This is an optimization exercise on Yosys and OpenROAD, whose aim is small area, a short achievable clock period and few clock cycles, not a production implementation. Function was not checked in any run shown here: the RTL went through the layout flow alone.

$ cat design/flow/config.mk
export PLATFORM = sky130hd
export DESIGN_NAME = CONVEX
export DESIGN_NICKNAME = CONVEX
export VERILOG_FILES = /design/flow/design.v
export SDC_FILE = /design/flow/constraint.sdc
export NUM_CORES = 4
export LEC_CHECK = 0
export CAP_MARGIN = 20
export CORE_MARGIN = 2
export CORE_UTILIZATION = 55
export SETUP_SLACK_MARGIN = 3.5
export SLEW_MARGIN = 20
$ cat design/flow/design.v
module CONVEX(
input               CLK,
input               RST,
input       [4:0]   PT_XY,
output reg          READ_PT,
output reg  [9:0]   DROP_X,
output reg  [9:0]   DROP_Y,
output reg          DROP_V);
reg  [2:0]  rx_cnt;
reg  [19:0] rx;
reg         rx_full;
reg  [19:0] pn;
reg         pn_v;
reg  [1:0]  npts;
wire        accept   = READ_PT && (rx_cnt == 3'd0 || rx_cnt == 3'd1);
wire [2:0]  rx_cnt_n = accept ? 3'd4 : (rx_cnt != 3'd0 ? rx_cnt - 3'd1 : 3'd0);
wire        rx_done  = (rx_cnt == 3'd1);
wire        pn_take;                        
wire        rx_move  = rx_full && (!pn_v || pn_take);
wire        rx_full_n = rx_done || (rx_full && !rx_move);
wire        pn_v_n    = rx_move || (pn_v && !pn_take);
always @(posedge CLK) begin
    if (rx_cnt != 3'd0) rx <= {rx[14:0], PT_XY};
    if (rx_move) pn <= rx;
end
always @(posedge CLK or posedge RST) begin
    if (RST) begin
        rx_cnt  <= 3'd0;
        rx_full <= 1'b0;
        pn_v    <= 1'b0;
        READ_PT <= 1'b1;
    end
    else begin
        rx_cnt  <= rx_cnt_n;
        rx_full <= rx_full_n;
        pn_v    <= pn_v_n;
        READ_PT <= !rx_full_n && (rx_cnt_n == 3'd0 || (rx_cnt_n == 3'd1 && !pn_v_n));
    end
end
reg  [19:0] Q [0:11];
reg  [3:0]  cnt;
wire        pop;
reg  [1:0]  npush;
reg  [19:0] D0, D1;
wire [3:0]  base = cnt - {3'd0, pop};
reg  [12:0] at;                             
integer j;
always @(*) begin
    for (j = 0; j < 13; j = j + 1) at[j] = (cnt == j);
end
always @(posedge CLK) begin
    for (j = 0; j < 12; j = j + 1) begin
        if (pop ? at[j+1] : at[j])
            Q[j] <= D0;
        else if (j > 0 && (pop ? at[j] : at[(j > 0) ? j - 1 : 0]))
            Q[j] <= D1;
        else if (pop && j < 11)
            Q[j] <= Q[(j < 11) ? j + 1 : 11];
    end
end
always @(posedge CLK or posedge RST) begin
    if (RST) cnt <= 4'd0;
    else     cnt <= base + {2'd0, npush};
end
reg         in_pass, need_last;
reg  [3:0]  popcnt;
reg  [19:0] FIRST, PREV, PT;
reg         fin;                            
reg  [3:0]  Hp;                             
wire        fin_set;
wire [3:0]  Hp_new;
wire        can_pop = (cnt >= 4'd2) || (cnt != 4'd0 && fin);
wire        last_is = in_pass && need_last;                 
wire        start   = (!in_pass || last_is) && pn_v && npts == 2'd2 && cnt != 4'd0;
wire        direct  = pn_v && npts != 2'd2;             
wire        mid_pop = in_pass && !need_last && can_pop;
assign      pop     = start || mid_pop;
assign      pn_take = start || direct;
wire        issue   = mid_pop || last_is;
wire [19:0] B       = need_last ? FIRST : Q[0];
always @(posedge CLK) begin
    if (start) begin
        FIRST <= Q[0];
        PT    <= pn;
    end
    if (pop) PREV <= Q[0];
end
always @(posedge CLK or posedge RST) begin
    if (RST) begin
        in_pass   <= 1'b0;
        need_last <= 1'b0;
        popcnt    <= 4'd0;
        npts      <= 2'd0;
        fin       <= 1'b0;
        Hp        <= 4'd0;
    end
    else begin
        if (direct) begin
            npts <= npts + 2'd1;
            if (npts == 2'd1) begin
                fin <= 1'b1;
                Hp  <= 4'd2;
            end
        end
        if (last_is) begin
            in_pass   <= 1'b0;
            need_last <= 1'b0;
            fin       <= 1'b0;
        end
        if (start) begin
            in_pass <= 1'b1;
            popcnt  <= 4'd1;
        end
        else if (mid_pop) begin
            popcnt <= popcnt + 4'd1;
            if (fin && popcnt + 4'd1 == Hp) need_last <= 1'b1;
        end
        if (fin_set) begin
            fin <= 1'b1;
            Hp  <= Hp_new;
        end
    end
end
reg         s1_v, s1_first, s1_last;
reg  [19:0] s1_A;
reg  [10:0] s1_aX, s1_nY;
reg  [5:0]  s1_oneY, s1_twoY, s1_negY, s1_oneX, s1_twoX, s1_negX;
reg         s2_v, s2_first, s2_last;
reg  [19:0] s2_A;
reg  [22:0] s2_r0, s2_r1, s2_r2;
function [17:0] booth;
    input [10:0] m;
    reg   [12:0] e;
    integer k;
    begin
        e = {m[10], m, 1'b0};
        for (k = 0; k < 6; k = k + 1) begin
            booth[k]      = e[2*k+1] ^ e[2*k];
            booth[6 + k]  = (e[2*k+2] & ~e[2*k+1] & ~e[2*k]) | (~e[2*k+2] & e[2*k+1] & e[2*k]);
            booth[12 + k] = e[2*k+2];
        end
    end
endfunction
wire [10:0] i_bX = {1'b0, B[19:10]} - {1'b0, PT[19:10]};
wire [10:0] i_bY = {1'b0, B[9:0]}   - {1'b0, PT[9:0]};
always @(posedge CLK) begin
    s1_A  <= PREV;
    s1_aX <= {1'b0, PREV[19:10]} - {1'b0, PT[19:10]};
    s1_nY <= {1'b0, PT[9:0]}     - {1'b0, PREV[9:0]};
    {s1_negY, s1_twoY, s1_oneY} <= booth(i_bY);
    {s1_negX, s1_twoX, s1_oneX} <= booth(i_bX);
    s1_first <= (popcnt == 4'd1);
    s1_last  <= need_last;
end
wire [22:0] cs_r0, cs_r1, cs_r2;
CXS cxs(.aX(s1_aX), .nY(s1_nY),
        .oneY(s1_oneY), .twoY(s1_twoY), .negY(s1_negY),
        .oneX(s1_oneX), .twoX(s1_twoX), .negX(s1_negX),
        .r0(cs_r0), .r1(cs_r1), .r2(cs_r2));
always @(posedge CLK) begin
    s2_A  <= s1_A;
    s2_r0 <= cs_r0;
    s2_r1 <= cs_r1;
    s2_r2 <= cs_r2;
    s2_first <= s1_first;
    s2_last  <= s1_last;
end
wire [22:0] cs_s = s2_r0 ^ s2_r1 ^ s2_r2;
wire [22:0] cs_c = {(s2_r0[21:0] & s2_r1[21:0]) | (s2_r0[21:0] & s2_r2[21:0]) | (s2_r1[21:0] & s2_r2[21:0]), 1'b0};
wire [22:0] cs_t = cs_s + cs_c;
wire        s3_v     = s2_v;
wire        s3_first = s2_first;
wire        s3_last  = s2_last;
wire        s3_vis   = cs_t[22];
wire [19:0] s3_A     = s2_A;
always @(posedge CLK or posedge RST) begin
    if (RST) begin
        s1_v <= 1'b0;
        s2_v <= 1'b0;
    end
    else begin
        s1_v <= issue;
        s2_v <= s1_v;
    end
end
reg         prev_vis, vis0, anyvis;
reg  [19:0] R0, PD;
reg  [3:0]  Hrun;
reg         pend, pend_drop0, pend_ins0, pend_inside;
wire        vin   = prev_vis;
wire        vout  = s3_vis;
wire        dec   = s3_v && !s3_first;
wire        drop  = dec && vin && vout;
wire        ins   = dec && vout && !vin;
wire        drop0 = vout && vis0;
wire        ins0  = vis0 && !vout;
wire [3:0]  Hrun_n = Hrun - {3'd0, drop} + {3'd0, ins};
assign      fin_set = dec && s3_last;
assign      Hp_new  = Hrun_n - {3'd0, drop0} + {3'd0, ins0};
always @(*) begin
    npush = 2'd0;
    D0 = pn;
    D1 = PD;
    if (direct) begin
        npush = 2'd1;
    end
    else if (pend) begin
        D0 = R0;
        npush = pend_drop0 ? 2'd0 : pend_ins0 ? 2'd2 : 2'd1;
    end
    else if (dec) begin
        D0 = s3_A;
        npush = drop ? 2'd0 : ins ? 2'd2 : 2'd1;
    end
end
always @(posedge CLK) begin
    if (s3_v && s3_first) begin
        R0 <= s3_A;
        PD <= PT;
        vis0 <= s3_vis;
        prev_vis <= s3_vis;
        anyvis <= s3_vis;
        Hrun <= Hp;
    end
    else if (dec) begin
        prev_vis <= s3_vis;
        anyvis <= anyvis | s3_vis;
        Hrun <= Hrun_n;
    end
    if (fin_set) begin
        pend_drop0  <= drop0;
        pend_ins0   <= ins0;
        pend_inside <= !(anyvis || vout);
    end
end
always @(posedge CLK or posedge RST) begin
    if (RST) pend <= 1'b0;
    else     pend <= fin_set;
end
always @(posedge CLK) begin
    if (pend)
        {DROP_X, DROP_Y} <= pend_drop0 ? R0 : PD;
    else
        {DROP_X, DROP_Y} <= s3_A;
end
always @(posedge CLK or posedge RST) begin
    if (RST) DROP_V <= 1'b0;
    else     DROP_V <= pend ? (pend_drop0 || pend_inside) : drop;
end
endmodule
module CXS(input [10:0] aX, input [10:0] nY,
           input [5:0] oneY, input [5:0] twoY, input [5:0] negY,
           input [5:0] oneX, input [5:0] twoX, input [5:0] negX,
           output [22:0] r0, output [22:0] r1, output [22:0] r2);
wire pY0_0 = ((oneY[0] & aX[0]) | (twoY[0] & 1'b0)) ^ negY[0];
wire pY0_1 = ((oneY[0] & aX[1]) | (twoY[0] & aX[0])) ^ negY[0];
wire pY0_2 = ((oneY[0] & aX[2]) | (twoY[0] & aX[1])) ^ negY[0];
wire pY0_3 = ((oneY[0] & aX[3]) | (twoY[0] & aX[2])) ^ negY[0];
wire pY0_4 = ((oneY[0] & aX[4]) | (twoY[0] & aX[3])) ^ negY[0];
wire pY0_5 = ((oneY[0] & aX[5]) | (twoY[0] & aX[4])) ^ negY[0];
wire pY0_6 = ((oneY[0] & aX[6]) | (twoY[0] & aX[5])) ^ negY[0];
wire pY0_7 = ((oneY[0] & aX[7]) | (twoY[0] & aX[6])) ^ negY[0];
wire pY0_8 = ((oneY[0] & aX[8]) | (twoY[0] & aX[7])) ^ negY[0];
wire pY0_9 = ((oneY[0] & aX[9]) | (twoY[0] & aX[8])) ^ negY[0];
wire pY0_10 = ((oneY[0] & aX[10]) | (twoY[0] & aX[9])) ^ negY[0];
wire pY0_11 = ((oneY[0] & aX[10]) | (twoY[0] & aX[10])) ^ negY[0];
wire pY1_0 = ((oneY[1] & aX[0]) | (twoY[1] & 1'b0)) ^ negY[1];
wire pY1_1 = ((oneY[1] & aX[1]) | (twoY[1] & aX[0])) ^ negY[1];
wire pY1_2 = ((oneY[1] & aX[2]) | (twoY[1] & aX[1])) ^ negY[1];
wire pY1_3 = ((oneY[1] & aX[3]) | (twoY[1] & aX[2])) ^ negY[1];
wire pY1_4 = ((oneY[1] & aX[4]) | (twoY[1] & aX[3])) ^ negY[1];
wire pY1_5 = ((oneY[1] & aX[5]) | (twoY[1] & aX[4])) ^ negY[1];
wire pY1_6 = ((oneY[1] & aX[6]) | (twoY[1] & aX[5])) ^ negY[1];
wire pY1_7 = ((oneY[1] & aX[7]) | (twoY[1] & aX[6])) ^ negY[1];
wire pY1_8 = ((oneY[1] & aX[8]) | (twoY[1] & aX[7])) ^ negY[1];
wire pY1_9 = ((oneY[1] & aX[9]) | (twoY[1] & aX[8])) ^ negY[1];
wire pY1_10 = ((oneY[1] & aX[10]) | (twoY[1] & aX[9])) ^ negY[1];
wire pY1_11 = ((oneY[1] & aX[10]) | (twoY[1] & aX[10])) ^ negY[1];
wire pY2_0 = ((oneY[2] & aX[0]) | (twoY[2] & 1'b0)) ^ negY[2];
wire pY2_1 = ((oneY[2] & aX[1]) | (twoY[2] & aX[0])) ^ negY[2];
wire pY2_2 = ((oneY[2] & aX[2]) | (twoY[2] & aX[1])) ^ negY[2];
wire pY2_3 = ((oneY[2] & aX[3]) | (twoY[2] & aX[2])) ^ negY[2];
wire pY2_4 = ((oneY[2] & aX[4]) | (twoY[2] & aX[3])) ^ negY[2];
wire pY2_5 = ((oneY[2] & aX[5]) | (twoY[2] & aX[4])) ^ negY[2];
wire pY2_6 = ((oneY[2] & aX[6]) | (twoY[2] & aX[5])) ^ negY[2];
wire pY2_7 = ((oneY[2] & aX[7]) | (twoY[2] & aX[6])) ^ negY[2];
wire pY2_8 = ((oneY[2] & aX[8]) | (twoY[2] & aX[7])) ^ negY[2];
wire pY2_9 = ((oneY[2] & aX[9]) | (twoY[2] & aX[8])) ^ negY[2];
wire pY2_10 = ((oneY[2] & aX[10]) | (twoY[2] & aX[9])) ^ negY[2];
wire pY2_11 = ((oneY[2] & aX[10]) | (twoY[2] & aX[10])) ^ negY[2];
wire pY3_0 = ((oneY[3] & aX[0]) | (twoY[3] & 1'b0)) ^ negY[3];
wire pY3_1 = ((oneY[3] & aX[1]) | (twoY[3] & aX[0])) ^ negY[3];
wire pY3_2 = ((oneY[3] & aX[2]) | (twoY[3] & aX[1])) ^ negY[3];
wire pY3_3 = ((oneY[3] & aX[3]) | (twoY[3] & aX[2])) ^ negY[3];
wire pY3_4 = ((oneY[3] & aX[4]) | (twoY[3] & aX[3])) ^ negY[3];
wire pY3_5 = ((oneY[3] & aX[5]) | (twoY[3] & aX[4])) ^ negY[3];
wire pY3_6 = ((oneY[3] & aX[6]) | (twoY[3] & aX[5])) ^ negY[3];
wire pY3_7 = ((oneY[3] & aX[7]) | (twoY[3] & aX[6])) ^ negY[3];
wire pY3_8 = ((oneY[3] & aX[8]) | (twoY[3] & aX[7])) ^ negY[3];
wire pY3_9 = ((oneY[3] & aX[9]) | (twoY[3] & aX[8])) ^ negY[3];
wire pY3_10 = ((oneY[3] & aX[10]) | (twoY[3] & aX[9])) ^ negY[3];
wire pY3_11 = ((oneY[3] & aX[10]) | (twoY[3] & aX[10])) ^ negY[3];
wire pY4_0 = ((oneY[4] & aX[0]) | (twoY[4] & 1'b0)) ^ negY[4];
wire pY4_1 = ((oneY[4] & aX[1]) | (twoY[4] & aX[0])) ^ negY[4];
wire pY4_2 = ((oneY[4] & aX[2]) | (twoY[4] & aX[1])) ^ negY[4];
wire pY4_3 = ((oneY[4] & aX[3]) | (twoY[4] & aX[2])) ^ negY[4];
wire pY4_4 = ((oneY[4] & aX[4]) | (twoY[4] & aX[3])) ^ negY[4];
wire pY4_5 = ((oneY[4] & aX[5]) | (twoY[4] & aX[4])) ^ negY[4];
wire pY4_6 = ((oneY[4] & aX[6]) | (twoY[4] & aX[5])) ^ negY[4];
wire pY4_7 = ((oneY[4] & aX[7]) | (twoY[4] & aX[6])) ^ negY[4];
wire pY4_8 = ((oneY[4] & aX[8]) | (twoY[4] & aX[7])) ^ negY[4];
wire pY4_9 = ((oneY[4] & aX[9]) | (twoY[4] & aX[8])) ^ negY[4];
wire pY4_10 = ((oneY[4] & aX[10]) | (twoY[4] & aX[9])) ^ negY[4];
wire pY4_11 = ((oneY[4] & aX[10]) | (twoY[4] & aX[10])) ^ negY[4];
wire pY5_0 = ((oneY[5] & aX[0]) | (twoY[5] & 1'b0)) ^ negY[5];
wire pY5_1 = ((oneY[5] & aX[1]) | (twoY[5] & aX[0])) ^ negY[5];
wire pY5_2 = ((oneY[5] & aX[2]) | (twoY[5] & aX[1])) ^ negY[5];
wire pY5_3 = ((oneY[5] & aX[3]) | (twoY[5] & aX[2])) ^ negY[5];
wire pY5_4 = ((oneY[5] & aX[4]) | (twoY[5] & aX[3])) ^ negY[5];
wire pY5_5 = ((oneY[5] & aX[5]) | (twoY[5] & aX[4])) ^ negY[5];
wire pY5_6 = ((oneY[5] & aX[6]) | (twoY[5] & aX[5])) ^ negY[5];
wire pY5_7 = ((oneY[5] & aX[7]) | (twoY[5] & aX[6])) ^ negY[5];
wire pY5_8 = ((oneY[5] & aX[8]) | (twoY[5] & aX[7])) ^ negY[5];
wire pY5_9 = ((oneY[5] & aX[9]) | (twoY[5] & aX[8])) ^ negY[5];
wire pY5_10 = ((oneY[5] & aX[10]) | (twoY[5] & aX[9])) ^ negY[5];
wire pY5_11 = ((oneY[5] & aX[10]) | (twoY[5] & aX[10])) ^ negY[5];
wire pX0_0 = ((oneX[0] & nY[0]) | (twoX[0] & 1'b0)) ^ negX[0];
wire pX0_1 = ((oneX[0] & nY[1]) | (twoX[0] & nY[0])) ^ negX[0];
wire pX0_2 = ((oneX[0] & nY[2]) | (twoX[0] & nY[1])) ^ negX[0];
wire pX0_3 = ((oneX[0] & nY[3]) | (twoX[0] & nY[2])) ^ negX[0];
wire pX0_4 = ((oneX[0] & nY[4]) | (twoX[0] & nY[3])) ^ negX[0];
wire pX0_5 = ((oneX[0] & nY[5]) | (twoX[0] & nY[4])) ^ negX[0];
wire pX0_6 = ((oneX[0] & nY[6]) | (twoX[0] & nY[5])) ^ negX[0];
wire pX0_7 = ((oneX[0] & nY[7]) | (twoX[0] & nY[6])) ^ negX[0];
wire pX0_8 = ((oneX[0] & nY[8]) | (twoX[0] & nY[7])) ^ negX[0];
wire pX0_9 = ((oneX[0] & nY[9]) | (twoX[0] & nY[8])) ^ negX[0];
wire pX0_10 = ((oneX[0] & nY[10]) | (twoX[0] & nY[9])) ^ negX[0];
wire pX0_11 = ((oneX[0] & nY[10]) | (twoX[0] & nY[10])) ^ negX[0];
wire pX1_0 = ((oneX[1] & nY[0]) | (twoX[1] & 1'b0)) ^ negX[1];
wire pX1_1 = ((oneX[1] & nY[1]) | (twoX[1] & nY[0])) ^ negX[1];
wire pX1_2 = ((oneX[1] & nY[2]) | (twoX[1] & nY[1])) ^ negX[1];
wire pX1_3 = ((oneX[1] & nY[3]) | (twoX[1] & nY[2])) ^ negX[1];
wire pX1_4 = ((oneX[1] & nY[4]) | (twoX[1] & nY[3])) ^ negX[1];
wire pX1_5 = ((oneX[1] & nY[5]) | (twoX[1] & nY[4])) ^ negX[1];
wire pX1_6 = ((oneX[1] & nY[6]) | (twoX[1] & nY[5])) ^ negX[1];
wire pX1_7 = ((oneX[1] & nY[7]) | (twoX[1] & nY[6])) ^ negX[1];
wire pX1_8 = ((oneX[1] & nY[8]) | (twoX[1] & nY[7])) ^ negX[1];
wire pX1_9 = ((oneX[1] & nY[9]) | (twoX[1] & nY[8])) ^ negX[1];
wire pX1_10 = ((oneX[1] & nY[10]) | (twoX[1] & nY[9])) ^ negX[1];
wire pX1_11 = ((oneX[1] & nY[10]) | (twoX[1] & nY[10])) ^ negX[1];
wire pX2_0 = ((oneX[2] & nY[0]) | (twoX[2] & 1'b0)) ^ negX[2];
wire pX2_1 = ((oneX[2] & nY[1]) | (twoX[2] & nY[0])) ^ negX[2];
wire pX2_2 = ((oneX[2] & nY[2]) | (twoX[2] & nY[1])) ^ negX[2];
wire pX2_3 = ((oneX[2] & nY[3]) | (twoX[2] & nY[2])) ^ negX[2];
wire pX2_4 = ((oneX[2] & nY[4]) | (twoX[2] & nY[3])) ^ negX[2];
wire pX2_5 = ((oneX[2] & nY[5]) | (twoX[2] & nY[4])) ^ negX[2];
wire pX2_6 = ((oneX[2] & nY[6]) | (twoX[2] & nY[5])) ^ negX[2];
wire pX2_7 = ((oneX[2] & nY[7]) | (twoX[2] & nY[6])) ^ negX[2];
wire pX2_8 = ((oneX[2] & nY[8]) | (twoX[2] & nY[7])) ^ negX[2];
wire pX2_9 = ((oneX[2] & nY[9]) | (twoX[2] & nY[8])) ^ negX[2];
wire pX2_10 = ((oneX[2] & nY[10]) | (twoX[2] & nY[9])) ^ negX[2];
wire pX2_11 = ((oneX[2] & nY[10]) | (twoX[2] & nY[10])) ^ negX[2];
wire pX3_0 = ((oneX[3] & nY[0]) | (twoX[3] & 1'b0)) ^ negX[3];
wire pX3_1 = ((oneX[3] & nY[1]) | (twoX[3] & nY[0])) ^ negX[3];
wire pX3_2 = ((oneX[3] & nY[2]) | (twoX[3] & nY[1])) ^ negX[3];
wire pX3_3 = ((oneX[3] & nY[3]) | (twoX[3] & nY[2])) ^ negX[3];
wire pX3_4 = ((oneX[3] & nY[4]) | (twoX[3] & nY[3])) ^ negX[3];
wire pX3_5 = ((oneX[3] & nY[5]) | (twoX[3] & nY[4])) ^ negX[3];
wire pX3_6 = ((oneX[3] & nY[6]) | (twoX[3] & nY[5])) ^ negX[3];
wire pX3_7 = ((oneX[3] & nY[7]) | (twoX[3] & nY[6])) ^ negX[3];
wire pX3_8 = ((oneX[3] & nY[8]) | (twoX[3] & nY[7])) ^ negX[3];
wire pX3_9 = ((oneX[3] & nY[9]) | (twoX[3] & nY[8])) ^ negX[3];
wire pX3_10 = ((oneX[3] & nY[10]) | (twoX[3] & nY[9])) ^ negX[3];
wire pX3_11 = ((oneX[3] & nY[10]) | (twoX[3] & nY[10])) ^ negX[3];
wire pX4_0 = ((oneX[4] & nY[0]) | (twoX[4] & 1'b0)) ^ negX[4];
wire pX4_1 = ((oneX[4] & nY[1]) | (twoX[4] & nY[0])) ^ negX[4];
wire pX4_2 = ((oneX[4] & nY[2]) | (twoX[4] & nY[1])) ^ negX[4];
wire pX4_3 = ((oneX[4] & nY[3]) | (twoX[4] & nY[2])) ^ negX[4];
wire pX4_4 = ((oneX[4] & nY[4]) | (twoX[4] & nY[3])) ^ negX[4];
wire pX4_5 = ((oneX[4] & nY[5]) | (twoX[4] & nY[4])) ^ negX[4];
wire pX4_6 = ((oneX[4] & nY[6]) | (twoX[4] & nY[5])) ^ negX[4];
wire pX4_7 = ((oneX[4] & nY[7]) | (twoX[4] & nY[6])) ^ negX[4];
wire pX4_8 = ((oneX[4] & nY[8]) | (twoX[4] & nY[7])) ^ negX[4];
wire pX4_9 = ((oneX[4] & nY[9]) | (twoX[4] & nY[8])) ^ negX[4];
wire pX4_10 = ((oneX[4] & nY[10]) | (twoX[4] & nY[9])) ^ negX[4];
wire pX4_11 = ((oneX[4] & nY[10]) | (twoX[4] & nY[10])) ^ negX[4];
wire pX5_0 = ((oneX[5] & nY[0]) | (twoX[5] & 1'b0)) ^ negX[5];
wire pX5_1 = ((oneX[5] & nY[1]) | (twoX[5] & nY[0])) ^ negX[5];
wire pX5_2 = ((oneX[5] & nY[2]) | (twoX[5] & nY[1])) ^ negX[5];
wire pX5_3 = ((oneX[5] & nY[3]) | (twoX[5] & nY[2])) ^ negX[5];
wire pX5_4 = ((oneX[5] & nY[4]) | (twoX[5] & nY[3])) ^ negX[5];
wire pX5_5 = ((oneX[5] & nY[5]) | (twoX[5] & nY[4])) ^ negX[5];
wire pX5_6 = ((oneX[5] & nY[6]) | (twoX[5] & nY[5])) ^ negX[5];
wire pX5_7 = ((oneX[5] & nY[7]) | (twoX[5] & nY[6])) ^ negX[5];
wire pX5_8 = ((oneX[5] & nY[8]) | (twoX[5] & nY[7])) ^ negX[5];
wire pX5_9 = ((oneX[5] & nY[9]) | (twoX[5] & nY[8])) ^ negX[5];
wire pX5_10 = ((oneX[5] & nY[10]) | (twoX[5] & nY[9])) ^ negX[5];
wire pX5_11 = ((oneX[5] & nY[10]) | (twoX[5] & nY[10])) ^ negX[5];
wire w1 = pY0_10 ^ pY1_8;
wire w2 = pY0_10 & pY1_8;
wire w3 = pY0_6 ^ pY1_4;
wire w4 = pY0_6 & pY1_4;
wire w5 = pY0_8 ^ pY1_6 ^ pY2_4;
wire w6 = (pY0_8 & pY1_6) | (pY0_8 & pY2_4) | (pY1_6 & pY2_4);
wire w7 = pY3_2 ^ pY4_0;
wire w8 = pY3_2 & pY4_0;
wire w9 = pY0_9 ^ pY1_7 ^ pY2_5;
wire w10 = (pY0_9 & pY1_7) | (pY0_9 & pY2_5) | (pY1_7 & pY2_5);
wire w11 = pY3_3 ^ pY4_1;
wire w12 = pY3_3 & pY4_1;
wire w13 = w1 ^ pY2_6 ^ pY3_4;
wire w14 = (w1 & pY2_6) | (w1 & pY3_4) | (pY2_6 & pY3_4);
wire w15 = pY4_2 ^ pY5_0 ^ negY[5];
wire w16 = (pY4_2 & pY5_0) | (pY4_2 & negY[5]) | (pY5_0 & negY[5]);
wire w17 = pX0_10 ^ pX1_8 ^ pX2_6;
wire w18 = (pX0_10 & pX1_8) | (pX0_10 & pX2_6) | (pX1_8 & pX2_6);
wire w19 = ~pY0_11 ^ pY1_9 ^ pY2_7;
wire w20 = (~pY0_11 & pY1_9) | (~pY0_11 & pY2_7) | (pY1_9 & pY2_7);
wire w21 = pY3_5 ^ pY4_3 ^ pY5_1;
wire w22 = (pY3_5 & pY4_3) | (pY3_5 & pY5_1) | (pY4_3 & pY5_1);
wire w23 = ~pX0_11 ^ pX1_9 ^ pX2_7;
wire w24 = (~pX0_11 & pX1_9) | (~pX0_11 & pX2_7) | (pX1_9 & pX2_7);
wire w25 = pX3_5 ^ pX4_3;
wire w26 = pX3_5 & pX4_3;
wire w27 = pY1_10 ^ pY2_8 ^ pY3_6;
wire w28 = (pY1_10 & pY2_8) | (pY1_10 & pY3_6) | (pY2_8 & pY3_6);
wire w29 = pY4_4 ^ pY5_2 ^ pX1_10;
wire w30 = (pY4_4 & pY5_2) | (pY4_4 & pX1_10) | (pY5_2 & pX1_10);
wire w31 = pX2_8 ^ pX3_6 ^ pX4_4;
wire w32 = (pX2_8 & pX3_6) | (pX2_8 & pX4_4) | (pX3_6 & pX4_4);
wire w33 = ~pY1_11 ^ pY2_9 ^ pY3_7;
wire w34 = (~pY1_11 & pY2_9) | (~pY1_11 & pY3_7) | (pY2_9 & pY3_7);
wire w35 = pY4_5 ^ pY5_3 ^ ~pX1_11;
wire w36 = (pY4_5 & pY5_3) | (pY4_5 & ~pX1_11) | (pY5_3 & ~pX1_11);
wire w37 = pX2_9 ^ pX3_7;
wire w38 = pX2_9 & pX3_7;
wire w39 = pY2_10 ^ pY3_8 ^ pY4_6;
wire w40 = (pY2_10 & pY3_8) | (pY2_10 & pY4_6) | (pY3_8 & pY4_6);
wire w41 = ~pY2_11 ^ pY3_9;
wire w42 = ~pY2_11 & pY3_9;
wire w43 = pY0_4 ^ pY1_2 ^ pY2_0;
wire w44 = (pY0_4 & pY1_2) | (pY0_4 & pY2_0) | (pY1_2 & pY2_0);
wire w45 = pY0_5 ^ pY1_3;
wire w46 = pY0_5 & pY1_3;
wire w47 = w3 ^ pY2_2 ^ pY3_0;
wire w48 = (w3 & pY2_2) | (w3 & pY3_0) | (pY2_2 & pY3_0);
wire w49 = negY[3] ^ pX0_6 ^ pX1_4;
wire w50 = (negY[3] & pX0_6) | (negY[3] & pX1_4) | (pX0_6 & pX1_4);
wire w51 = pY0_7 ^ pY1_5 ^ pY2_3;
wire w52 = (pY0_7 & pY1_5) | (pY0_7 & pY2_3) | (pY1_5 & pY2_3);
wire w53 = pY3_1 ^ pX0_7 ^ pX1_5;
wire w54 = (pY3_1 & pX0_7) | (pY3_1 & pX1_5) | (pX0_7 & pX1_5);
wire w55 = pX2_3 ^ pX3_1;
wire w56 = pX2_3 & pX3_1;
wire w57 = w5 ^ w7 ^ negY[4];
wire w58 = (w5 & w7) | (w5 & negY[4]) | (w7 & negY[4]);
wire w59 = pX0_8 ^ pX1_6 ^ pX2_4;
wire w60 = (pX0_8 & pX1_6) | (pX0_8 & pX2_4) | (pX1_6 & pX2_4);
wire w61 = pX3_2 ^ pX4_0 ^ negX[4];
wire w62 = (pX3_2 & pX4_0) | (pX3_2 & negX[4]) | (pX4_0 & negX[4]);
wire w63 = w9 ^ w11 ^ pX0_9;
wire w64 = (w9 & w11) | (w9 & pX0_9) | (w11 & pX0_9);
wire w65 = pX1_7 ^ pX2_5 ^ pX3_3;
wire w66 = (pX1_7 & pX2_5) | (pX1_7 & pX3_3) | (pX2_5 & pX3_3);
wire w67 = pX4_1 ^ w6 ^ w8;
wire w68 = (pX4_1 & w6) | (pX4_1 & w8) | (w6 & w8);
wire w69 = w13 ^ w15 ^ w17;
wire w70 = (w13 & w15) | (w13 & w17) | (w15 & w17);
wire w71 = pX3_4 ^ pX4_2 ^ pX5_0;
wire w72 = (pX3_4 & pX4_2) | (pX3_4 & pX5_0) | (pX4_2 & pX5_0);
wire w73 = negX[5] ^ w10 ^ w12;
wire w74 = (negX[5] & w10) | (negX[5] & w12) | (w10 & w12);
wire w75 = w19 ^ w21 ^ w23;
wire w76 = (w19 & w21) | (w19 & w23) | (w21 & w23);
wire w77 = w25 ^ pX5_1 ^ w2;
wire w78 = (w25 & pX5_1) | (w25 & w2) | (pX5_1 & w2);
wire w79 = w14 ^ w16 ^ w18;
wire w80 = (w14 & w16) | (w14 & w18) | (w16 & w18);
wire w81 = w27 ^ w29 ^ w31;
wire w82 = (w27 & w29) | (w27 & w31) | (w29 & w31);
wire w83 = pX5_2 ^ 1'b1 ^ w20;
wire w84 = (pX5_2 & 1'b1) | (pX5_2 & w20) | (1'b1 & w20);
wire w85 = w22 ^ w24 ^ w26;
wire w86 = (w22 & w24) | (w22 & w26) | (w24 & w26);
wire w87 = w33 ^ w35 ^ w37;
wire w88 = (w33 & w35) | (w33 & w37) | (w35 & w37);
wire w89 = pX4_5 ^ pX5_3 ^ 1'b1;
wire w90 = (pX4_5 & pX5_3) | (pX4_5 & 1'b1) | (pX5_3 & 1'b1);
wire w91 = w28 ^ w30 ^ w32;
wire w92 = (w28 & w30) | (w28 & w32) | (w30 & w32);
wire w93 = w39 ^ pY5_4 ^ pX2_10;
wire w94 = (w39 & pY5_4) | (w39 & pX2_10) | (pY5_4 & pX2_10);
wire w95 = pX3_8 ^ pX4_6 ^ pX5_4;
wire w96 = (pX3_8 & pX4_6) | (pX3_8 & pX5_4) | (pX4_6 & pX5_4);
wire w97 = w34 ^ w36 ^ w38;
wire w98 = (w34 & w36) | (w34 & w38) | (w36 & w38);
wire w99 = w41 ^ pY4_7 ^ pY5_5;
wire w100 = (w41 & pY4_7) | (w41 & pY5_5) | (pY4_7 & pY5_5);
wire w101 = ~pX2_11 ^ pX3_9 ^ pX4_7;
wire w102 = (~pX2_11 & pX3_9) | (~pX2_11 & pX4_7) | (pX3_9 & pX4_7);
wire w103 = pX5_5 ^ 1'b1 ^ w40;
wire w104 = (pX5_5 & 1'b1) | (pX5_5 & w40) | (1'b1 & w40);
wire w105 = pY3_10 ^ pY4_8 ^ pY5_6;
wire w106 = (pY3_10 & pY4_8) | (pY3_10 & pY5_6) | (pY4_8 & pY5_6);
wire w107 = pX3_10 ^ pX4_8 ^ pX5_6;
wire w108 = (pX3_10 & pX4_8) | (pX3_10 & pX5_6) | (pX4_8 & pX5_6);
wire w109 = ~pY3_11 ^ pY4_9 ^ pY5_7;
wire w110 = (~pY3_11 & pY4_9) | (~pY3_11 & pY5_7) | (pY4_9 & pY5_7);
wire w111 = ~pX3_11 ^ pX4_9;
wire w112 = ~pX3_11 & pX4_9;
wire w113 = pY0_2 ^ pY1_0 ^ negY[1];
wire w114 = (pY0_2 & pY1_0) | (pY0_2 & negY[1]) | (pY1_0 & negY[1]);
wire w115 = pY0_3 ^ pY1_1;
wire w116 = pY0_3 & pY1_1;
wire w117 = w43 ^ negY[2] ^ pX0_4;
wire w118 = (w43 & negY[2]) | (w43 & pX0_4) | (negY[2] & pX0_4);
wire w119 = pX1_2 ^ pX2_0;
wire w120 = pX1_2 & pX2_0;
wire w121 = w45 ^ pY2_1 ^ pX0_5;
wire w122 = (w45 & pY2_1) | (w45 & pX0_5) | (pY2_1 & pX0_5);
wire w123 = pX1_3 ^ pX2_1 ^ w44;
wire w124 = (pX1_3 & pX2_1) | (pX1_3 & w44) | (pX2_1 & w44);
wire w125 = w47 ^ w49 ^ pX2_2;
wire w126 = (w47 & w49) | (w47 & pX2_2) | (w49 & pX2_2);
wire w127 = pX3_0 ^ negX[3] ^ w46;
wire w128 = (pX3_0 & negX[3]) | (pX3_0 & w46) | (negX[3] & w46);
wire w129 = w51 ^ w53 ^ w55;
wire w130 = (w51 & w53) | (w51 & w55) | (w53 & w55);
wire w131 = w4 ^ w48 ^ w50;
wire w132 = (w4 & w48) | (w4 & w50) | (w48 & w50);
wire w133 = w57 ^ w59 ^ w61;
wire w134 = (w57 & w59) | (w57 & w61) | (w59 & w61);
wire w135 = w52 ^ w54 ^ w56;
wire w136 = (w52 & w54) | (w52 & w56) | (w54 & w56);
wire w137 = w63 ^ w65 ^ w67;
wire w138 = (w63 & w65) | (w63 & w67) | (w65 & w67);
wire w139 = w58 ^ w60 ^ w62;
wire w140 = (w58 & w60) | (w58 & w62) | (w60 & w62);
wire w141 = w69 ^ w71 ^ w73;
wire w142 = (w69 & w71) | (w69 & w73) | (w71 & w73);
wire w143 = w64 ^ w66 ^ w68;
wire w144 = (w64 & w66) | (w64 & w68) | (w66 & w68);
wire w145 = w75 ^ w77 ^ w79;
wire w146 = (w75 & w77) | (w75 & w79) | (w77 & w79);
wire w147 = w70 ^ w72 ^ w74;
wire w148 = (w70 & w72) | (w70 & w74) | (w72 & w74);
wire w149 = w81 ^ w83 ^ w85;
wire w150 = (w81 & w83) | (w81 & w85) | (w83 & w85);
wire w151 = w76 ^ w78 ^ w80;
wire w152 = (w76 & w78) | (w76 & w80) | (w78 & w80);
wire w153 = w87 ^ w89 ^ w91;
wire w154 = (w87 & w89) | (w87 & w91) | (w89 & w91);
wire w155 = w82 ^ w84 ^ w86;
wire w156 = (w82 & w84) | (w82 & w86) | (w84 & w86);
wire w157 = w93 ^ w95 ^ w97;
wire w158 = (w93 & w95) | (w93 & w97) | (w95 & w97);
wire w159 = w88 ^ w90 ^ w92;
wire w160 = (w88 & w90) | (w88 & w92) | (w90 & w92);
wire w161 = w99 ^ w101 ^ w103;
wire w162 = (w99 & w101) | (w99 & w103) | (w101 & w103);
wire w163 = w94 ^ w96 ^ w98;
wire w164 = (w94 & w96) | (w94 & w98) | (w96 & w98);
wire w165 = w105 ^ w107 ^ w42;
wire w166 = (w105 & w107) | (w105 & w42) | (w107 & w42);
wire w167 = w100 ^ w102 ^ w104;
wire w168 = (w100 & w102) | (w100 & w104) | (w102 & w104);
wire w169 = w109 ^ w111 ^ pX5_7;
wire w170 = (w109 & w111) | (w109 & pX5_7) | (w111 & pX5_7);
wire w171 = 1'b1 ^ w106 ^ w108;
wire w172 = (1'b1 & w106) | (1'b1 & w108) | (w106 & w108);
wire w173 = pY4_10 ^ pY5_8 ^ pX4_10;
wire w174 = (pY4_10 & pY5_8) | (pY4_10 & pX4_10) | (pY5_8 & pX4_10);
wire w175 = pX5_8 ^ w110 ^ w112;
wire w176 = (pX5_8 & w110) | (pX5_8 & w112) | (w110 & w112);
wire w177 = ~pY4_11 ^ pY5_9 ^ ~pX4_11;
wire w178 = (~pY4_11 & pY5_9) | (~pY4_11 & ~pX4_11) | (pY5_9 & ~pX4_11);
wire w179 = pX5_9 ^ 1'b1;
wire w180 = pX5_9 & 1'b1;
wire w181 = pY0_0 ^ negY[0];
wire w182 = pY0_0 & negY[0];
wire w183 = w113 ^ pX0_2;
wire w184 = w113 & pX0_2;
wire w185 = w115 ^ pX0_3 ^ pX1_1;
wire w186 = (w115 & pX0_3) | (w115 & pX1_1) | (pX0_3 & pX1_1);
wire w187 = w117 ^ w119 ^ negX[2];
wire w188 = (w117 & w119) | (w117 & negX[2]) | (w119 & negX[2]);
wire w189 = w121 ^ w123 ^ w118;
wire w190 = (w121 & w123) | (w121 & w118) | (w123 & w118);
wire w191 = w125 ^ w127 ^ w122;
wire w192 = (w125 & w127) | (w125 & w122) | (w127 & w122);
wire w193 = w129 ^ w131 ^ w126;
wire w194 = (w129 & w131) | (w129 & w126) | (w131 & w126);
wire w195 = w133 ^ w135 ^ w130;
wire w196 = (w133 & w135) | (w133 & w130) | (w135 & w130);
wire w197 = w137 ^ w139 ^ w134;
wire w198 = (w137 & w139) | (w137 & w134) | (w139 & w134);
wire w199 = w141 ^ w143 ^ w138;
wire w200 = (w141 & w143) | (w141 & w138) | (w143 & w138);
wire w201 = w145 ^ w147 ^ w142;
wire w202 = (w145 & w147) | (w145 & w142) | (w147 & w142);
wire w203 = w149 ^ w151 ^ w146;
wire w204 = (w149 & w151) | (w149 & w146) | (w151 & w146);
wire w205 = w153 ^ w155 ^ w150;
wire w206 = (w153 & w155) | (w153 & w150) | (w155 & w150);
wire w207 = w157 ^ w159 ^ w154;
wire w208 = (w157 & w159) | (w157 & w154) | (w159 & w154);
wire w209 = w161 ^ w163 ^ w158;
wire w210 = (w161 & w163) | (w161 & w158) | (w163 & w158);
wire w211 = w165 ^ w167 ^ w162;
wire w212 = (w165 & w167) | (w165 & w162) | (w167 & w162);
wire w213 = w169 ^ w171 ^ w166;
wire w214 = (w169 & w171) | (w169 & w166) | (w171 & w166);
wire w215 = w173 ^ w175 ^ w170;
wire w216 = (w173 & w175) | (w173 & w170) | (w175 & w170);
wire w217 = w177 ^ w179 ^ w174;
wire w218 = (w177 & w179) | (w177 & w174) | (w179 & w174);
wire w219 = pY5_10 ^ pX5_10 ^ w178;
wire w220 = (pY5_10 & pX5_10) | (pY5_10 & w178) | (pX5_10 & w178);
wire w221 = ~pY5_11 ^ ~pX5_11;
wire w222 = ~pY5_11 & ~pX5_11;
assign r0 = {w222, w221, w219, w217, w215, w213, w211, w209, w207, w205, w203, w201, w199, w197, w195, w193, w191, w189, w187, w185, w183, pY0_1, w181};
assign r1 = {1'b0, 1'b1, w180, w176, w172, w168, w164, w160, w156, w152, w148, w144, w140, w136, w132, w128, w124, w120, w116, w114, pX1_0, pX0_1, pX0_0};
assign r2 = {1'b0, w220, w218, w216, w214, w212, w210, w208, w206, w204, w202, w200, w198, w196, w194, w192, w190, w188, w186, w184, negX[1], w182, negX[0]};
endmodule
$ cat design/flow/constraint.sdc
create_clock -name core_clock -period 8.5 [get_ports {CLK}]
set_input_delay 1.7000 -clock core_clock [delete_from_list [all_inputs] [get_ports {CLK}]]
set_output_delay 1.7000 -clock core_clock [all_outputs]
set_load 0.01 [all_outputs]
$ cat design/flow/run.sh
#!/bin/bash
# synth_recipe.tcl (not shown) runs the flow's synth.tcl, then flattens the netlist and writes it again
# the make line also repeats each setting of config.mk as NAME=value (left out here)
make -C /OpenROAD-flow-scripts/flow DESIGN_CONFIG=/design/flow/config.mk WORK_HOME=/design/flow/orfs CLKGATE_MAP_FILE= SYNTH_SCRIPT=/design/flow/synth_recipe.tcl finish
==> flow_summary.html, run 1 <==
<table>
<tr><th>Metric</th><th>Value</th></tr>
<tr><th colspan="2">Status</th></tr>
<tr><td>Result of the run</td><td>finished clean</td></tr>
<tr><th colspan="2">Routing</th></tr>
<tr><td>Avg Vias per Cell</td><td>between 5 and 6</td></tr>
<tr><td>Drt initial violations</td><td>approximately 1200</td></tr>
<tr><td>Post-DR wirelength/cell</td><td>20.8 um</td></tr>
<tr><td>DR vias</td><td>18400</td></tr>
<tr><td>Routed wire length</td><td>slightly below 70000 um</td></tr>
<tr><td>Post-route DRC violation count</td><td>0</td></tr>
<tr><td>Post-route ant nets</td><td>0</td></tr>
<tr><td>Total iterations of the first detailed-routing run</td><td>7</td></tr>
<tr><th colspan="2">Floorplan</th></tr>
<tr><td>Std-Cell Core Area</td><td>around 0.056 mm^2</td></tr>
<tr><td>Die Span X</td><td>between 200 and 250 um</td></tr>
<tr><td>Chip height</td><td>about 240 um</td></tr>
<tr><td>Die area</td><td>just under 0.06 mm^2</td></tr>
<tr><td>Initial core utilization</td><td>~56%</td></tr>
<tr><td>Std cell rows</td><td>between 80 and 90</td></tr>
<tr><td>I/O pin total</td><td>29</td></tr>
<tr><th colspan="2">Critical path</th></tr>
<tr><td>Worst setup path category</td><td>flop to flop</td></tr>
<tr><td>Worst flop-to-flop path startpoint</td><td>s2_r0[19]</td></tr>
<tr><td>Crit-path max cell delay</td><td>~0.54 ns</td></tr>
<tr><td>Master of the slowest instance on the critical path</td><td>sky130_fd_sc_hd__fa_2</td></tr>
<tr><td>Worst Reg-to-Reg Cells</td><td>21</td></tr>
<tr><td>Critical path cell sequence</td><td>inv_1 -&gt; fa_1 -&gt; inv_1 -&gt; ha_1 -&gt; a21o_1 -&gt; a21o_1 -&gt; a221oi_4 -&gt; nand3_4 -&gt; xnor2_4 -&gt; nand3_2 -&gt; ha_4 -&gt; inv_1 -&gt; ha_2 -&gt; fa_2 -&gt; inv_1 -&gt; ha_1 -&gt; a21o_1 -&gt; a21oi_2 -&gt; xnor2_1 -&gt; xnor2_1 -&gt; o21ai_0</td></tr>
<tr><td>Critical-path maximum fanout</td><td>3</td></tr>
<tr><td>Reg-to-reg endpoint</td><td>Hp[3]</td></tr>
<tr><td>CP endpoint kind</td><td>flop</td></tr>
<tr><td>Worst setup path startpoint</td><td>s2_r0[19]</td></tr>
<tr><td>Capturing element of the worst setup path</td><td>Hp[3]</td></tr>
<tr><td>Arrival time of the worst setup path</td><td>5.24 ns</td></tr>
<tr><td>Startpoint Class</td><td>flop</td></tr>
<tr><td>Number of buffer and inverter stages on the critical path</td><td>4</td></tr>
<tr><td>Most Frequent Cell on Critical Path</td><td>sky130_fd_sc_hd__inv_1</td></tr>
<tr><td>Critical Path Stages</td><td>21</td></tr>
<tr><td>Required @ worst endpoint</td><td>between 8 and 9 ns</td></tr>
<tr><td>CP top delay family</td><td>adder cells</td></tr>
<tr><td>Worst-case register-to-register setup slack</td><td>3.73 ns</td></tr>
<tr><th colspan="2">Final layout</th></tr>
<tr><td>Fraction of final layout cells with drive strength greater than 1</td><td>~8.5%</td></tr>
<tr><td>Ant. Diodes</td><td>0</td></tr>
<tr><td>Area occupied by registers</td><td>between 0.015 and 0.02 mm^2</td></tr>
<tr><td>Top library cells by usage in the layout, fill and taps aside</td><td>484 x sky130_fd_sc_hd__mux2i_1, 390 x sky130_fd_sc_hd__edfxtp_1, 261 x sky130_fd_sc_hd__inv_1</td></tr>
<tr><td>Layout filler cell count</td><td>about 4400</td></tr>
<tr><td>Area growth from synthesis to layout</td><td>10.7%</td></tr>
<tr><td>Area used by multi-input combinational logic</td><td>between 0.01 and 0.015 mm^2</td></tr>
<tr><td>Most common library cell in the layout ignoring fill and taps</td><td>sky130_fd_sc_hd__mux2i_1</td></tr>
<tr><td>Final net count</td><td>between 2000 and 3000</td></tr>
<tr><th colspan="2">Clock network</th></tr>
<tr><td>Number of buffers inserted for hold repair after clock tree synthesis</td><td>0</td></tr>
<tr><td>Clock transition time at the flip-flop clock pins of the worst setup and hold paths</td><td>about 0.060 ns</td></tr>
<tr><td>Total CTS buffers</td><td>just under 70</td></tr>
<tr><td>Number of clock sinks</td><td>603</td></tr>
<tr><td>Clock latency of the later-clocked register in the worst-skew pair</td><td>roughly 0.60 ns</td></tr>
<tr><td>CTS tree</td><td>yes</td></tr>
<tr><td>Buffer levels on the longest clock path</td><td>3</td></tr>
<tr><td>H-tree levels</td><td>3</td></tr>
<tr><td>Buffer cell driving the clock tree root</td><td>sky130_fd_sc_hd__clkbuf_16</td></tr>
<tr><th colspan="2">Synthesis</th></tr>
<tr><td>Mean cell area of the mapped netlist</td><td>between 10 and 15 um^2</td></tr>
<tr><td>Synth top area share</td><td>a little under two fifths</td></tr>
<tr><td>Leading area contributor after synthesis</td><td>sky130_fd_sc_hd__edfxtp_1</td></tr>
<tr><td>Proportion of synthesized flip-flops having asynchronous set or reset</td><td>between 4 and 5%</td></tr>
<tr><td>Netlist Area Pre-Place</td><td>approximately 0.032 mm^2</td></tr>
<tr><td>Flip-flop and latch count after synthesis</td><td>between 600 and 700</td></tr>
<tr><td>Post-synthesis net count</td><td>~2700</td></tr>
<tr><td>Sequential fraction of the synthesis area</td><td>around half</td></tr>
<tr><td>EDFF count, synth</td><td>390</td></tr>
<tr><td>Post-synthesis cell count</td><td>about 2500</td></tr>
<tr><td>Most used flip-flop cell after synthesis</td><td>sky130_fd_sc_hd__edfxtp_1</td></tr>
<tr><td>Synth top area cells</td><td>sky130_fd_sc_hd__edfxtp_1 37%, sky130_fd_sc_hd__mux2i_1 16%, sky130_fd_sc_hd__dfxtp_1 12%, sky130_fd_sc_hd__fa_1 7.2%, sky130_fd_sc_hd__ha_1 4.2%</td></tr>
<tr><td>Distinct cells, synth</td><td>67</td></tr>
<tr><td>Synth warnings</td><td>2</td></tr>
<tr><th colspan="2">GRT</th></tr>
<tr><td>Via count of the first global-routing pass</td><td>approximately 19000</td></tr>
<tr><td>Initial antenna violation count</td><td>0</td></tr>
<tr><td>Wire length of the first global-routing pass</td><td>110000 um</td></tr>
<tr><td>Overall routing resource usage</td><td>a little under a quarter</td></tr>
<tr><td>Pin count of the biggest net entering global routing</td><td>65</td></tr>
<tr><td>Overflow left after global routing</td><td>0</td></tr>
<tr><th colspan="2">Timing</th></tr>
<tr><td>Unrepaired setup endpoints after global routing</td><td>no</td></tr>
<tr><td>Number of hold-slack violations in the final timing report</td><td>0</td></tr>
<tr><td>Final clock skew</td><td>roughly 0.021 ns</td></tr>
<tr><td>Fmax</td><td>between 0.2 and 0.25 GHz</td></tr>
<tr><td>Slew HR</td><td>29.1%</td></tr>
<tr><td>Number of failing setup endpoints in the final timing report</td><td>0</td></tr>
<tr><td>Transition time of the tightest slew-check pin</td><td>~1.1 ns</td></tr>
<tr><td>Post-route minimum period</td><td>about 4.8 ns</td></tr>
<tr><td>Final TNS setup</td><td>0 ns</td></tr>
<tr><td>Final cycle utilization of the critical path</td><td>approximately 56%</td></tr>
<tr><td>Total count of max-transition violations in the final report</td><td>0</td></tr>
<tr><th colspan="2">Min path</th></tr>
<tr><td>Worst hold start</td><td>s1_A[5]</td></tr>
<tr><td>Class of the worst hold path</td><td>flop to flop</td></tr>
<tr><th colspan="2">Placement</th></tr>
<tr><td>Placed wire-length estimate after detailed placement</td><td>slightly below 50000 um</td></tr>
<tr><td>Port Buffers</td><td>28</td></tr>
<tr><td>Routability cong.</td><td>approximately 0.90</td></tr>
<tr><th colspan="2">Job</th></tr>
<tr><td>Max Cap Viol</td><td>0</td></tr>
</table>
==> cell families after synthesis <==
family | after synthesis | synth area share (%)
fa+ha+maj | 220 | 11.4
compound gates | 291 | 6.12
xor+xnor | 193 | 5.36
simple gates | 259 | 3.89
buf+inv | 429 | 5.55
flops | 603 | 51.1
mux | 516 | 16.6
==> what timing repair did <==
| item | 4_1_cts | 5_1_grt |
|---|---|---|
| hold endpoints to repair | 0 | 0 |
| setup endpoints to repair | 10 | 1 |
| setup buffers | 4 | 4 |
| gates resized for setup | 9 | 12 |
| pin swaps | 5 | 7 |
==> cells in the mapped netlist (all sizes together), types with 6 or more instances <==
cell	number
a211oi	6
a21o	18
a21oi	65
a22oi	101
and3	7
buf	60
clkbuf	105
dfrtp	26
dfxtp	186
edfxtp	390
fa	114
ha	106
inv	264
mux2	24
mux2i	492
nand2	85
nand2b	15
nand3	19
nor2	67
nor2b	15
nor3	16
o21ai	51
xnor2	127
xor2	66
==> area by class of cell <==
type	instances	share of cell area, %
flip-flops and latches	603	46.1
multi-input cells	1479	39.9
clock buffers	96	5.78
inverters	264	2.85
well taps	756	2.71
repair buffers	65	1.60
clock inverters	31	0.982
==> metrics by stage <==
| step | setup WS, ns | util (%) | cell area [um^2] | instances | hold WS, ns |
|---|---|---|---|---|---|
| floorplan | 3.79 | - | 31500 | 2511 | 0.310 |
| global placement | 2.93 | 57.2 | 32300 | 3156 | 0.310 |
| detailed placement | 2.67 | 57.2 | 32300 | 3157 | 0.312 |
| CTS | 3.51 | 61.6 | 34800 | 3288 | 0.325 |
| global route | 3.48 | 61.8 | 34900 | 3294 | 0.331 |
| finish | 3.73 | 61.8 | 34900 | 3294 | 0.324 |
==> routing by layer <==
metal,wire [um],global-route usage (%),share of wire (%),up-vias
met3,2730,3.28,4.0,113
li1,-,-,-,8729
met1,31200,32.0,46,9199
met2,33000,39.5,48,370
met5,0,0,0,-
met4,1490,6.98,2.2,0
==> state kept, by name, summed over array words and instances (netlist names), 20 cells and up <==
| signal | cells |
|---|---|
| PREV | 20 |
| FIRST | 20 |
| s2_r0 | 23 |
| Q | 240 |
| pn | 20 |
| R0 | 20 |
| s2_r2 | 22 |
| PD | 20 |
| rx | 20 |
| s2_r1 | 21 |
| s2_A | 20 |
| s1_A | 20 |
| PT | 20 |
==> how the worst min path moves through the flow <==
stage	end	cells past startpoint
after detailed placement	s2_A[10]	0
after CTS	s2_A[9]	0
after global routing	s2_A[9]	0
after floorplan	s2_A[0]	0
after global placement	s2_last	0
final	s2_A[5]	0
==> run 2: changes to the inputs <==
--- a/design/flow/config.mk
+++ b/design/flow/config.mk
@@ -9,4 +9,4 @@
 export CORE_MARGIN = 2
 export CORE_UTILIZATION = 55
-export SETUP_SLACK_MARGIN = 3.5
+export SETUP_SLACK_MARGIN = 5
 export SLEW_MARGIN = 20
==> run 2 against run 1 <==
Compared with the run above: utilization grew 0.50 points; clock-buffer cell count shrank 10; flip-flop and latch count is the same; critical path depth up 1; routed wire length grew 0.30%; global-route usage decreased by 0.056 points; first-iteration DRC count decreased by 24%; final cell count decreased by 0.15%; die area unchanged; worst hold slack got worse by 0.0052 ns; clock skew is 0.0019 ns lower.
==> flow_summary.html, run 2 <==
<table>
<tr><th>Metric</th><th>Value</th></tr>
<tr><th colspan="2">Synthesis</th></tr>
<tr><td>EDFF count, synth</td><td>390 (unchanged)</td></tr>
<tr><td>Cell with the most instances after synthesis</td><td>sky130_fd_sc_hd__mux2i_1</td></tr>
<tr><td>Flip-flop and latch count after synthesis</td><td>603 (unchanged)</td></tr>
<tr><td>Post-synthesis net count</td><td>2738 (unchanged)</td></tr>
<tr><td>Mean cell area of the mapped netlist</td><td>12.6 um^2 (unchanged)</td></tr>
<tr><td>Netlist Area Pre-Place</td><td>0.0315 mm^2 (unchanged)</td></tr>
<tr><td>Sequential fraction of the synthesis area</td><td>51.1% (unchanged)</td></tr>
<tr><td>Synth top area cells</td><td>sky130_fd_sc_hd__edfxtp_1 37%, sky130_fd_sc_hd__mux2i_1 16%, sky130_fd_sc_hd__dfxtp_1 12%, sky130_fd_sc_hd__fa_1 7.2%, sky130_fd_sc_hd__ha_1 4.2%</td></tr>
<tr><td>Most used flip-flop cell after synthesis</td><td>sky130_fd_sc_hd__edfxtp_1</td></tr>
<tr><td>Post-synthesis cell count</td><td>2511 (unchanged)</td></tr>
<tr><td>Top cells by count, synth</td><td>490 x sky130_fd_sc_hd__mux2i_1, 390 x sky130_fd_sc_hd__edfxtp_1, 263 x sky130_fd_sc_hd__inv_1</td></tr>
<tr><td>Proportion of synthesized flip-flops having asynchronous set or reset</td><td>4.48% (unchanged)</td></tr>
<tr><td>Synth top area share</td><td>37.1% (unchanged)</td></tr>
<tr><td>Leading area contributor after synthesis</td><td>sky130_fd_sc_hd__edfxtp_1</td></tr>
<tr><td>Synth warnings</td><td>2 (unchanged)</td></tr>
<tr><td>Distinct cells, synth</td><td>67 (unchanged)</td></tr>
<tr><th colspan="2">Critical path</th></tr>
<tr><td>Crit-path max cell delay</td><td>0.54 ns (about the same)</td></tr>
<tr><td>CP top delay family</td><td>adder cells</td></tr>
<tr><td>Required @ worst endpoint</td><td>8.98 ns (about the same)</td></tr>
<tr><td>Worst setup path category</td><td>flop to flop</td></tr>
<tr><td>Arrival time of the worst setup path</td><td>4.98 ns (-0.26 ns)</td></tr>
<tr><td>Worst Reg-to-Reg Cells</td><td>22 (+4.8%)</td></tr>
<tr><td>Master of the slowest instance on the critical path</td><td>sky130_fd_sc_hd__fa_1</td></tr>
<tr><td>Critical-path maximum fanout</td><td>4 (+1)</td></tr>
<tr><td>Critical path cell sequence</td><td>inv_2 -&gt; fa_1 -&gt; inv_2 -&gt; ha_4 -&gt; nand4_1 -&gt; buf_4 -&gt; nor4_4 -&gt; o311ai_2 -&gt; nand3_4 -&gt; xnor2_4 -&gt; and3b_1 -&gt; ha_4 -&gt; inv_2 -&gt; ha_4 -&gt; fa_2 -&gt; inv_2 -&gt; ha_4 -&gt; a21o_1 -&gt; a21oi_2 -&gt; xnor2_1 -&gt; xnor2_1 -&gt; o21ai_1</td></tr>
<tr><td>Startpoint Class</td><td>flop</td></tr>
<tr><td>CP endpoint kind</td><td>flop</td></tr>
<tr><td>Worst-case register-to-register setup slack</td><td>4.00 ns (+0.27 ns)</td></tr>
<tr><td>Worst flop-to-flop path startpoint</td><td>s2_r2[19]</td></tr>
<tr><td>Worst setup path startpoint</td><td>s2_r2[19]</td></tr>
<tr><td>Number of buffer and inverter stages on the critical path</td><td>5 (+1)</td></tr>
<tr><td>Reg-to-reg endpoint</td><td>Hp[3]</td></tr>
<tr><th colspan="2">Floorplan</th></tr>
<tr><td>Chip height</td><td>243 um (unchanged)</td></tr>
<tr><td>Die area</td><td>0.0593 mm^2 (unchanged)</td></tr>
<tr><td>Std-Cell Core Area</td><td>0.0565 mm^2 (unchanged)</td></tr>
<tr><td>Initial core utilization</td><td>55.8% (unchanged)</td></tr>
<tr><td>Die Span X</td><td>243 um (unchanged)</td></tr>
<tr><td>Std cell rows</td><td>87 (unchanged)</td></tr>
<tr><td>I/O pin total</td><td>29 (unchanged)</td></tr>
<tr><th colspan="2">Routing</th></tr>
<tr><td>Total iterations of the first detailed-routing run</td><td>6 (-1)</td></tr>
<tr><td>Post-route DRC violation count</td><td>0 (unchanged)</td></tr>
<tr><td>Post-DR wirelength/cell</td><td>20.9 um (+0.46%)</td></tr>
<tr><td>Drt initial violations</td><td>905 (-24%)</td></tr>
<tr><td>Avg Vias per Cell</td><td>5.56 (-0.53%)</td></tr>
<tr><td>Post-route ant nets</td><td>0 (unchanged)</td></tr>
<tr><td>DR vias</td><td>18300 (-0.68%)</td></tr>
<tr><td>Routed wire length</td><td>68600 um (+0.30%)</td></tr>
<tr><th colspan="2">Clock network</th></tr>
<tr><td>Number of buffers inserted for hold repair after clock tree synthesis</td><td>0 (unchanged)</td></tr>
<tr><td>Buffer cell driving the clock tree root</td><td>sky130_fd_sc_hd__clkbuf_16</td></tr>
<tr><td>Total CTS buffers</td><td>67 (-2.9%)</td></tr>
<tr><td>H-tree levels</td><td>3 (unchanged)</td></tr>
<tr><td>CTS tree</td><td>yes</td></tr>
<tr><td>Clock transition time at the flip-flop clock pins of the worst setup and hold paths</td><td>0.06 ns (about the same)</td></tr>
<tr><td>Buffer levels on the longest clock path</td><td>3 (unchanged)</td></tr>
<tr><td>Number of clock sinks</td><td>603 (unchanged)</td></tr>
<tr><td>Clock latency of the later-clocked register in the worst-skew pair</td><td>0.61 ns (about the same)</td></tr>
<tr><th colspan="2">Timing</th></tr>
<tr><td>Fmax</td><td>0.222 GHz (+6.0%)</td></tr>
<tr><td>Number of hold-slack violations in the final timing report</td><td>0 (unchanged)</td></tr>
<tr><td>Number of failing setup endpoints in the final timing report</td><td>0 (unchanged)</td></tr>
<tr><td>Final cycle utilization of the critical path</td><td>52.9% (-3.2 points)</td></tr>
<tr><td>Final clock skew</td><td>0.0191 ns (-0.00195 ns)</td></tr>
<tr><td>Slew HR</td><td>27.8% (-1.3 points)</td></tr>
<tr><td>Transition time of the tightest slew-check pin</td><td>1.08 ns (+0.0196 ns)</td></tr>
<tr><td>Final TNS setup</td><td>0 ns (unchanged)</td></tr>
<tr><td>Total count of max-transition violations in the final report</td><td>0 (unchanged)</td></tr>
<tr><td>Post-route minimum period</td><td>4.50 ns (-0.269 ns)</td></tr>
<tr><td>Unrepaired setup endpoints after global routing</td><td>yes</td></tr>
<tr><th colspan="2">Status</th></tr>
<tr><td>Result of the run</td><td>finished clean</td></tr>
<tr><th colspan="2">GRT</th></tr>
<tr><td>Overall routing resource usage</td><td>23.5% (-0.056 points)</td></tr>
<tr><td>Overflow left after global routing</td><td>0 (unchanged)</td></tr>
<tr><td>Via count of the first global-routing pass</td><td>18800 (-1.4%)</td></tr>
<tr><td>Pin count of the biggest net entering global routing</td><td>65 (unchanged)</td></tr>
<tr><td>Wire length of the first global-routing pass</td><td>109000 um (-0.28%)</td></tr>
<tr><td>Initial antenna violation count</td><td>0 (unchanged)</td></tr>
<tr><th colspan="2">Final layout</th></tr>
<tr><td>Fraction of final layout cells with drive strength greater than 1</td><td>10.5% (+2.0 points)</td></tr>
<tr><td>Flip-flop count of the largest register after layout</td><td>240 (unchanged)</td></tr>
<tr><td>Ant. Diodes</td><td>0 (unchanged)</td></tr>
<tr><td>Top library cells by usage in the layout, fill and taps aside</td><td>484 x sky130_fd_sc_hd__mux2i_1, 390 x sky130_fd_sc_hd__edfxtp_1, 250 x sky130_fd_sc_hd__inv_1</td></tr>
<tr><td>Registers with the most flip-flops</td><td>Q (240), s2_r0 (23), s2_r2 (22)</td></tr>
<tr><td>Layout Cell Area excl Fill</td><td>0.0352 mm^2 (+0.82%)</td></tr>
<tr><td>Final net count</td><td>2711 (+0.074%)</td></tr>
<tr><td>Number of standard cells in the final layout excluding fillers</td><td>3289 (-0.15%)</td></tr>
<tr><td>Area growth from synthesis to layout</td><td>11.6%</td></tr>
<tr><td>Most common library cell in the layout ignoring fill and taps</td><td>sky130_fd_sc_hd__mux2i_1</td></tr>
<tr><td>Layout filler cell count</td><td>4408 (-0.34%)</td></tr>
<tr><td>Register with the highest flop count</td><td>Q</td></tr>
<tr><th colspan="2">Job</th></tr>
<tr><td>Max Cap Viol</td><td>0 (unchanged)</td></tr>
<tr><th colspan="2">Placement</th></tr>
<tr><td>Placed standard-cell area</td><td>0.0324 mm^2 (+0.23%)</td></tr>
<tr><td>Placed wire-length estimate after detailed placement</td><td>47500 um (-1.2%)</td></tr>
<tr><td>Routability cong.</td><td>0.938 (+4.6%)</td></tr>
<tr><td>Total instance count after detailed placement</td><td>3157 (unchanged)</td></tr>
<tr><td>Port Buffers</td><td>28 (unchanged)</td></tr>
<tr><th colspan="2">Min path</th></tr>
<tr><td>Class of the worst hold path</td><td>flop to flop</td></tr>
<tr><td>Worst hold start</td><td>s1_A[11]</td></tr>
<tr><td>WHS Endpoint</td><td>s2_A[11]</td></tr>
<tr><td>Hold path depth</td><td>0 (unchanged)</td></tr>
</table>
## run 2: what timing repair did
action	in CTS	in global routing
gates resized for setup	58	58
setup buffers	6	5
pin swaps	26	17
setup endpoints to repair	275	211
gates cloned	1	2
## run 2: layer usage
| metal | vias up | global-route usage (%) | part of all wire (%) |
|---|---|---|---|
| li1 | 8715 | - | - |
| met1 | 9136 | 32.3 | 46 |
| met2 | 315 | 39.0 | 49 |
| met3 | 119 | 3.32 | 3.0 |
| met4 | 0 | 6.86 | 2.5 |
| met5 | - | 0 | 0 |
## run 2: kinds of logic after synthesis
family | after synthesis | share of synthesized area [%]
multiplexers | 516 | 16.6
AO/OA/AOI/OAI | 291 | 6.12
XOR/XNOR | 193 | 5.36
buffers and inverters | 429 | 5.55
adder cells (fa/ha/maj) | 220 | 11.4
AND/OR/NAND/NOR | 259 | 3.89
flip-flops | 603 | 51.1
## run 2: cell type report
cell class / count / area [um^2] / area share [%]
Clock buffer: 86 / 1860 / 5.29
Clock inverter: 32 / 327 / 0.928
Inverter: 264 / 1010 / 2.86
Multi-Input combinational cell: 1482 / 14200 / 40.4
Sequential cell: 603 / 16200 / 45.9
Tap cell: 756 / 946 / 2.69
Timing Repair Buffer: 66 / 668 / 1.90
## run 2: metrics by stage
step,util [%],hold WS [ns],setup slack [ns]
2_1_floorplan,-,0.310,4.16
3_3_place_gp,57.4,0.313,3.46
3_5_place_dp,57.4,0.314,3.36
4_1_cts,61.8,0.325,3.93
5_1_grt,62.3,0.320,3.76
6_report,62.3,0.318,4.00
## run 2: worst reg2reg max path, cell delays in order (launching register included)
cell and delay, ns:
sky130_fd_sc_hd__dfxtp_2 0.32, sky130_fd_sc_hd__inv_2 0.03, sky130_fd_sc_hd__fa_1 0.54, sky130_fd_sc_hd__inv_2 0.05, sky130_fd_sc_hd__ha_4 0.26, sky130_fd_sc_hd__nand4_1 0.15, sky130_fd_sc_hd__buf_4 0.20, sky130_fd_sc_hd__nor4_4 0.30
sky130_fd_sc_hd__o311ai_2 0.19, sky130_fd_sc_hd__nand3_4 0.13, sky130_fd_sc_hd__xnor2_4 0.10, sky130_fd_sc_hd__and3b_1 0.22, sky130_fd_sc_hd__ha_4 0.26, sky130_fd_sc_hd__inv_2 0.03, sky130_fd_sc_hd__ha_4 0.15, sky130_fd_sc_hd__fa_2 0.54
sky130_fd_sc_hd__inv_2 0.06, sky130_fd_sc_hd__ha_4 0.20, sky130_fd_sc_hd__a21o_1 0.16, sky130_fd_sc_hd__a21oi_2 0.13, sky130_fd_sc_hd__xnor2_1 0.15, sky130_fd_sc_hd__xnor2_1 0.14, sky130_fd_sc_hd__o21ai_1 0.07
## run 2: worst max-delay path by stage
stage / slack [ns] / cells past startpoint / end
floorplan: 4.16 / 21 / Hp[3]
global placement: 3.46 / 21 / Hp[3]
detailed placement: 3.36 / 21 / Hp[3]
CTS: 3.93 / 21 / Hp[3]
global route: 3.76 / 22 / Hp[3]
finish: 4.00 / 22 / Hp[3]

## afterwards: timing with drivers on the ports
In the flow no input, the clock included, has a driving cell. The finished layouts below were timed again as built, in two steps. Step 1 sets driving cells, clkbuf_16 on the clock port and buf_2 on the other inputs (assumed; they add their load-dependent delay and slew). Step 2, shift: input delay + t, output delay - t, t = (earliest + latest rising clock arrival at the registers) / 2. This alone moves slack from input paths to output paths. a / b / c = ideal ports / drivers / drivers and shift; a / b = the first two.
| run | shift t [ns] | setup slack, ns | worst setup path after step 2 |
|---|---|---|---|
| run 1 | 0.647 | 3.734 / 3.734 / 3.734 | register to register |
| run 2 | 0.667 | 4.003 / 4.003 / 4.003 | register to register |
After both steps every run listed still meets setup and hold.
